Source: an optimization exercise on an open RTL-to-GDS flow (aim: a short achievable clock period). Production flows keep margins and buffers that such runs may drop.
Only simulation tests tie the RTL to the original design; equivalence was not proved.
The clock input has no modelled driver; a real chip could not lean on it and would need a root buffer or a full tree.

==> flow/design.v (excerpt) <==
module mtm_Alu (
    input  wire clk,    
    input  wire rst_n,  
    input  wire sin,    
    output wire sout    
);
wire [7:0]  ab_wr;
wire [7:0]  ab_byte;
wire        step_inv;
wire [6:0]  step;
wire        step_flags;
wire        step_crc;
wire [2:0]  op;
wire        rst_q_n;
wire        d_res, d_c9, d_a5, d_93;
wire [31:0] C;
wire [7:0]  ctl_byte;
mtm_Alu_deserializer u_mtm_Alu_deserializer(
  .clk        (clk),
  .rst_n      (rst_n),
  .sin        (sin),
  .rst_q_n    (rst_q_n),
  .ab_wr      (ab_wr),
  .ab_byte    (ab_byte),
  .step_inv   (step_inv),
  .step       (step),
  .op         (op),
  .res        (d_res),
  .e_c9       (d_c9),
  .e_a5       (d_a5),
  .e_93       (d_93)
);
mtm_Alu_core u_mtm_Alu_core(
  .clk        (clk),
  .ab_wr      (ab_wr),
  .ab_byte    (ab_byte),
  .step_inv   (step_inv),
  .step       (step),
  .step_flags (step_flags),
  .step_crc   (step_crc),
  .op         (op),
  .C          (C),
  .ctl_byte   (ctl_byte)
);
mtm_Alu_serializer u_mtm_Alu_serializer(
  .clk        (clk),
  ...
export LEC_CHECK = 0
export CAP_MARGIN = 20
export CORE_MARGIN = 2
export CORE_UTILIZATION = 60
export PLACE_DENSITY = 0.75
export SLEW_MARGIN = 20
export SYNTH_HIERARCHICAL = 1
export SYNTH_MINIMUM_KEEP_SIZE = 0
create_clock -name core_clock -period 8.0 [get_ports {clk}]
standard.sh (not shown) runs the stock make flow with config.mk's settings and CLKGATE_MAP_FILE= SYNTH_SCRIPT=/design/flow/synth_recipe.tcl, a recipe that flattens the netlist after the stock synthesis.
==> flow/flow/run.sh <==
#!/bin/bash
# Standard layout with two changes:
#  - timing repair aims below the clock period (SETUP_SLACK_MARGIN),
#  - after CTS, flow/cts_post.tcl rebuilds the clock tree as two levels
#    of clock inverters: the clock port drives 4, each drives 2, each
#    drives a cluster of flip-flops.
# All tool output goes to standard_flow.log here and ORFS's own logs.
set -euo pipefail
here=$(pwd)
export MY_CTS_N2=3
bash standard.sh SETUP_SLACK_MARGIN=6 POST_CTS_TCL="$here/flow/cts_post.tcl" finish > standard_flow.log 2>&1
==> flow/flow/cts_post.tcl <==
# POST_CTS hook: replace the clock tree TritonCTS built with a shallow,
# balanced tree of clock inverter pairs: the clock port drives 4 clock
# inverters (level 1), each at the middle of a quarter of the flip-flops
# (balanced k-means on their placed locations); each drives 2 clock
# inverters (level 2), each at the middle of half of that quarter and
# driving its flip-flops. Every flip-flop sees the clock through the same
# two inversions. Then legalize and repair timing again.
set n1 4
set n2 2
set cell1 sky130_fd_sc_hd__clkinv_16
set cell2 sky130_fd_sc_hd__clkinv_8
if {[info exists ::env(MY_CTS_N2)]} { set n2 $::env(MY_CTS_N2) }
if {[info exists ::env(MY_CTS_CELL2)]} { set cell2 $::env(MY_CTS_CELL2) }

set db [ord::get_db]
set block [ord::get_db_block]
set clk [$block findNet clk]

# walk the clock network from the port: buffers, their nets, the sinks
set sinks {}
set bufs {}
set nets {}
set todo [list $clk]
while {[llength $todo]} {
  set n [lindex $todo 0]
  set todo [lrange $todo 1 end]
  foreach it [$n getITerms] {
    if {![$it isInputSignal] && [$it getIoType] ne "INPUT"} { continue }
    set inst [$it getInst]
    set m [$inst getMaster]
    set mname [$m getName]
    if {[$m isSequential] || [string match "*df*" $mname]} {
      lappend sinks $it
    } else {
      lappend bufs $inst
      foreach ot [$inst getITerms] {
        if {[$ot getIoType] eq "OUTPUT"} {
          set on [$ot getNet]
          if {$on ne "NULL"} { lappend nets $on; lappend todo $on }
        }
      }
    }
  }
}
puts "MYCTS: [llength $sinks] sinks, [llength $bufs] tree cells removed, [llength $nets] nets"
foreach it $sinks { $it disconnect }
foreach b $bufs { odb::dbInst_destroy $b }
foreach n $nets { odb::dbNet_destroy $n }


# balanced k-means: pts is a list of {x y}; returns {assignment centers}
proc kmeans {pts k} {
  set n [llength $pts]
  set order [lsort -real -indices [lmap p $pts {expr {[lindex $p 0] + 0.7 * [lindex $p 1]}}]]
  set cs {}
  for {set j 0} {$j < $k} {incr j} {
    lappend cs [lindex $pts [lindex $order [expr {int(($j + 0.5) * $n / $k)}]]]
  }
  set cap [expr {int(ceil(1.0 * $n / $k))}]
  set asg [lrepeat $n 0]
  for {set iter 0} {$iter < 40} {incr iter} {
    set cand {}
    for {set i 0} {$i < $n} {incr i} {
      set p [lindex $pts $i]
      for {set j 0} {$j < $k} {incr j} {
        set c [lindex $cs $j]
        lappend cand [list [expr {abs([lindex $p 0] - [lindex $c 0]) + abs([lindex $p 1] - [lindex $c 1])}] $i $j]
      }
    }
    set cand [lsort -real -index 0 $cand]
    set asg [lrepeat $n -1]
    set cnt [lrepeat $k 0]
    foreach c $cand {
      lassign $c d i j
      if {[lindex $asg $i] >= 0 || [lindex $cnt $j] >= $cap} { continue }
      lset asg $i $j
      lset cnt $j [expr {[lindex $cnt $j] + 1}]
    }
    set ncs {}
    for {set j 0} {$j < $k} {incr j} {
      set sx 0.0; set sy 0.0; set m 0
      for {set i 0} {$i < $n} {incr i} {
        if {[lindex $asg $i] == $j} {
          set sx [expr {$sx + [lindex $pts $i 0]}]
          set sy [expr {$sy + [lindex $pts $i 1]}]
          incr m
        }
      }
      if {$m} { lappend ncs [list [expr {$sx / $m}] [expr {$sy / $m}]] } else { lappend ncs [lindex $cs $j] }
    }
    set cs $ncs
  }
  return [list $asg $cs]
}

proc place_at {inst master xy} {
  lassign $xy x y
  $inst setLocation [expr {int($x - [$master getWidth] / 2)}] [expr {int($y - [$master getHeight] / 2)}]
  $inst setPlacementStatus PLACED
}

set pts {}
foreach it $sinks {
  set bb [[$it getInst] getBBox]
  lappend pts [list [expr {([$bb xMin] + [$bb xMax]) / 2.0}] [expr {([$bb yMin] + [$bb yMax]) / 2.0}]]
}
set m1 [$db findMaster $cell1]
set m2 [$db findMaster $cell2]
lassign [kmeans $pts $n1] asg1 cs1
for {set a 0} {$a < $n1} {incr a} {
  set idx {}
  for {set i 0} {$i < [llength $pts]} {incr i} {
    if {[lindex $asg1 $i] == $a} { lappend idx $i }
  }
  set inv1 [odb::dbInst_create $block $m1 "clkinv_my_$a"]
  set net1 [odb::dbNet_create $block "clknet_my_$a"]
  $net1 setSigType CLOCK
  [$inv1 findITerm A] connect $clk
  [$inv1 findITerm Y] connect $net1
  place_at $inv1 $m1 [lindex $cs1 $a]
  lassign [kmeans [lmap i $idx {lindex $pts $i}] $n2] asg2 cs2
  for {set b 0} {$b < $n2} {incr b} {
    set inv2 [odb::dbInst_create $block $m2 "clkinv_my_${a}_$b"]
    set net2 [odb::dbNet_create $block "clknet_my_${a}_$b"]
    $net2 setSigType CLOCK
    [$inv2 findITerm A] connect $net1
    [$inv2 findITerm Y] connect $net2
    place_at $inv2 $m2 [lindex $cs2 $b]
    set c 0
    for {set j 0} {$j < [llength $idx]} {incr j} {
      if {[lindex $asg2 $j] == $b} {
        [lindex $sinks [lindex $idx $j]] connect $net2
        incr c
      }
    }
    puts "MYCTS: group $a.$b: $c flip-flops"
  }
}
$clk setSigType CLOCK

detailed_placement
check_placement -verbose
estimate_parasitics -placement
report_clock_skew
repair_timing_helper
detailed_placement
check_placement -verbose
estimate_parasitics -placement
report_clock_skew
report_worst_slack -max
report_worst_slack -min
==> next run, changes <==
--- a/flow/flow/run.sh
+++ b/flow/flow/run.sh
@@ -9,3 +9,2 @@
 here=$(pwd)
-export MY_CTS_N2=3
 bash standard.sh SETUP_SLACK_MARGIN=6 POST_CTS_TCL="$here/flow/cts_post.tcl" finish > standard_flow.log 2>&1
--- a/flow/flow/cts_post.tcl
+++ b/flow/flow/cts_post.tcl
@@ -11,4 +11,2 @@
 set cell2 sky130_fd_sc_hd__clkinv_8
-if {[info exists ::env(MY_CTS_N2)]} { set n2 $::env(MY_CTS_N2) }
-if {[info exists ::env(MY_CTS_CELL2)]} { set cell2 $::env(MY_CTS_CELL2) }
 
Routed wire length hardly moves.
Via count stays flat.
Clock skew drops by 8.2 ps.
Global-route usage stays flat.
Sequential share of layout area increases by 0.27 points.
No run of this note takes its clock network from TritonCTS; it comes from the design's own scripts or RTL.

-- what the ideal ports hide --
The flow's constraints put no driver on any port. The routed layouts listed below were extracted and timed again, unchanged, in two steps.
Step 1 (the two cells are an assumption about what drives the block):
set clk [get_ports {clk}]
set_driving_cell -lib_cell sky130_fd_sc_hd__clkbuf_16 $clk
set_driving_cell -lib_cell sky130_fd_sc_hd__buf_2 [delete_from_list [all_inputs] $clk]
Step 2 moves the port delays by t, midway between the first and last clock arrival at a register: inputs arrive t later, outputs are due t later. That takes back most of the time a late clock gives input paths.
a / b / c = no drivers / after step 1 / after step 2; a / b = the first two.
run | t, ns | setup slack, ns | worst slew at a driven data input, ns
the first run | 0.349 | 5.856 / 5.640 / 5.849 | 0.04
the second run | 0.337 | 5.856 / 5.649 / 5.856 | 0.04
After both steps setup and hold are still met in every run listed. The setup slack of the first run, which loses most, moves by -0.216 ns with the drivers and by -0.007 ns with both steps.
